Context: an optimization exercise on an open-source flow, tuned for small area. The choices shown serve that exercise and are no tape-out recipe.
RTL that was checked went through simulation tests only; none was proved equivalent to the original.
The flow treats the clock pin as an ideal source. Dropping or thinning the clock tree relies on that and would not hold on a real chip.
Power and IR drop assume default switching activity.

before:
## four_way_traffic_stop
module four_way_traffic_stop(
    input logic clk, reset, car_north, car_south, car_east, car_west,
    input logic car_north_left, car_south_left, car_east_left, car_west_left,
    output logic [1:0] light_north, light_south, light_east, light_west,
    output logic [1:0] left_north, left_south, left_east, left_west
);
    logic ax, u, v;
    logic [3:0] cnt, cnt_n;
    logic zt;
    assign cnt_n[0] = ~(cnt[1] & ~reset);
    assign cnt_n[1] = cnt[2] & ~reset;
    assign cnt_n[2] = ((cnt[0] & ~cnt[1]) | cnt[3]) & ~reset;
    assign cnt_n[3] = cnt[0] & ~cnt[3] & ~reset;
    assign zt = ~(cnt[0] | cnt[1] | cnt[2] | cnt[3]);
    wire cl1 = ax ? car_east_left : car_north_left;
    wire cl2 = ax ? car_west_left : car_south_left;
    wire c1  = ax ? car_east : car_north;
    wire c2  = ax ? car_west : car_south;
    wire nu  = cl2 & (cl1 | c2);
    wire nv  = cl1 & (cl2 | c1);
    always_ff @(posedge clk) begin
        cnt <= cnt_n;
        if (reset) begin
            ax <= 1'b0; u <= 1'b0; v <= 1'b0;
        end else if (zt) begin
            if (!u && !v) begin
                u <= nu; v <= nv;
                if (!(nu | nv)) ax <= ~ax;
            end else begin
                u <= 1'b0; v <= 1'b0; ax <= ~ax;
            end
        end
    end
    traffic_light T_NORTH(clk, reset, ~ax & ~u, light_north);
    traffic_light T_SOUTH(clk, reset, ~ax & ~v, light_south);
    traffic_light T_EAST (clk, reset,  ax & ~u, light_east);
    traffic_light T_WEST (clk, reset,  ax & ~v, light_west);
    traffic_light L_NORTH(clk, reset, ~ax &  v, left_north);
  ...
Size: roughly 47 flip-flops, ~26 I/O pins, about 1700 sq um of cells after synthesis.
clock: 10.0 ns
lec_check: 0
cap_margin: 0
core_margin: 2
core_utilization: 75
place_density: 0.85
slew_margin: 0
standard.sh (not shown) runs the stock make flow with config.mk's settings and CLKGATE_MAP_FILE= SYNTH_SCRIPT=/design/flow/synth_recipe.tcl, a recipe that flattens the netlist after the stock synthesis.
==> flow/flow/run.sh <==
#!/bin/bash
# The standard layout (standard.sh) with three changes:
# - synthesis maps with area-oriented ABC scripts, keeping the smallest
#   result (flow/synth.tcl,
#   flow/abc_scripts.txt),
# - each port gets the smallest buffer (buf_1),
# - the clock tree is built without dummy load cells, and without its
#   root buffer, with leaf buffers sized to their loads (flow/post_cts.tcl).
set -euo pipefail
W=$PWD
export AREA_ABC_SCRIPTS=$W/flow/abc_scripts.txt
export AREA_ABC_TMP=$W
export FLOW_SYNTH_TCL=$W/synth_recipe.tcl
export BUFFER_PORTS_ARGS="-buffer_cell sky130_fd_sc_hd__buf_1"
export CTS_ARGS="-sink_clustering_enable -repair_clock_nets -dont_use_dummy_load"
export POST_CTS_TCL=$W/flow/post_cts.tcl
sed "s|SYNTH_SCRIPT=[^ ]*|SYNTH_SCRIPT=$W/flow/synth.tcl|" standard.sh > area_standard.sh
bash area_standard.sh > standard.log 2>&1
Other scripts of this flow, unchanged in this note and not shown: flow/flow/abc_scripts.txt, flow/flow/post_cts.tcl, flow/flow/synth.tcl
#### Input delta (after over before)
Settings: PLACE_DENSITY: 0.85 -> unset; CORE_UTILIZATION: 75 -> 40; CAP_MARGIN: 0 -> 20; SLEW_MARGIN: 0 -> 20.
[summary]
after finished all stages; the layout is clean. The total global routing track utilization in after was lower than what before gave. Summary — minimum period implied by the final worst setup slack, after relative to before: lower, by 0.024 ns. Delta(core occupancy in the finished layout, after - before) < 0. Delta (after minus before): area added between synthesis and finish grew by 2.4 points, total power consumption of the routed design grew by 9.2 uW, area after detailed placement grew by 30 sq um, clock-buffer cell count held steady, sum of routed wire length over all layers shrank by 3.7%. Compared with before, in after maximum vdd drop shrank by 47%, synthesized cell count did not really move.

four_way_traffic_stop, a different RTL version from the one above (not shown whole).
For scale: about 280 cells after synthesis, ~26 I/O pins.
export LEC_CHECK = 0
export ABC_AREA = 1
export CAP_MARGIN = 20
export CORE_MARGIN = 2
export CORE_UTILIZATION = 40
export SLEW_MARGIN = 20
create_clock -name core_clock -period 10.0 [get_ports {clk}]
==> flow/flow/run.sh <==
#!/bin/bash
# The standard layout, with the smallest buffer on each port and a clock
# tree without dummy load cells.
set -euo pipefail
export BUFFER_PORTS_ARGS="-buffer_cell sky130_fd_sc_hd__buf_1"
export CTS_ARGS="-sink_clustering_enable -repair_clock_nets -dont_use_dummy_load"
bash standard.sh > standard.log 2>&1
Then changed:
==> flow/flow/run.sh (replaced) <==
#!/bin/bash
# The standard layout, with the smallest buffer on each port and a clock
# tree without dummy load cells.
set -euo pipefail
export BUFFER_PORTS_ARGS="-buffer_cell sky130_fd_sc_hd__buf_1"
export CTS_ARGS="-sink_clustering_enable -repair_clock_nets -dont_use_dummy_load -sink_clustering_size 64 -sink_clustering_max_diameter 500 -buf_list sky130_fd_sc_hd__clkbuf_16"
bash standard.sh > standard.log 2>&1
Outcome: Setup slack gets better by 0.011 ns; cell area is higher by a few percent; final cell count stays the same; die area does not change; area after synthesis stays the same.
No run of this note included a check of the RTL's function; only the layout flow was run.

==> afterwards: timing with drivers on the ports <==
The results above use ideal ports. As a check the final layouts listed here were re-extracted and re-timed, cells and wires unchanged.
Step 1: set_driving_cell puts a clkbuf_16 on clk and a buf_2 on each other input, an assumption about the parent block.
Step 2 moves the port delays by t, midway between the first and last clock arrival at a register: inputs arrive t later, outputs are due t later. That takes back most of the time a late clock gives input paths.
a / b / c = ideal ports / drivers / drivers and shift; a / b = the first two.
run	shift t [ns]	slack for setup (ns)	latest minus earliest clock arrival (ns)	worst register clock-pin slew, ns
before	0.198	6.771 / 6.781 / 6.583	0.031 / 0.032	0.11 / 0.11
after	0.188	6.795 / 6.825 / 6.638	0.006 / 0.005	0.08 / 0.08
the first run of note 2	0.311	7.137 / 7.111 / 6.866	0.019 / 0.018	0.09 / 0.09
the second run of note 2	0.311	7.149 / 7.120 / 6.853	0.014 / 0.014	0.06 / 0.06
After both steps setup and hold are still met in every run listed. For the second run of note 2, which loses most, drivers alone change the setup slack by -0.029 ns; drivers and shift together by -0.296 ns.
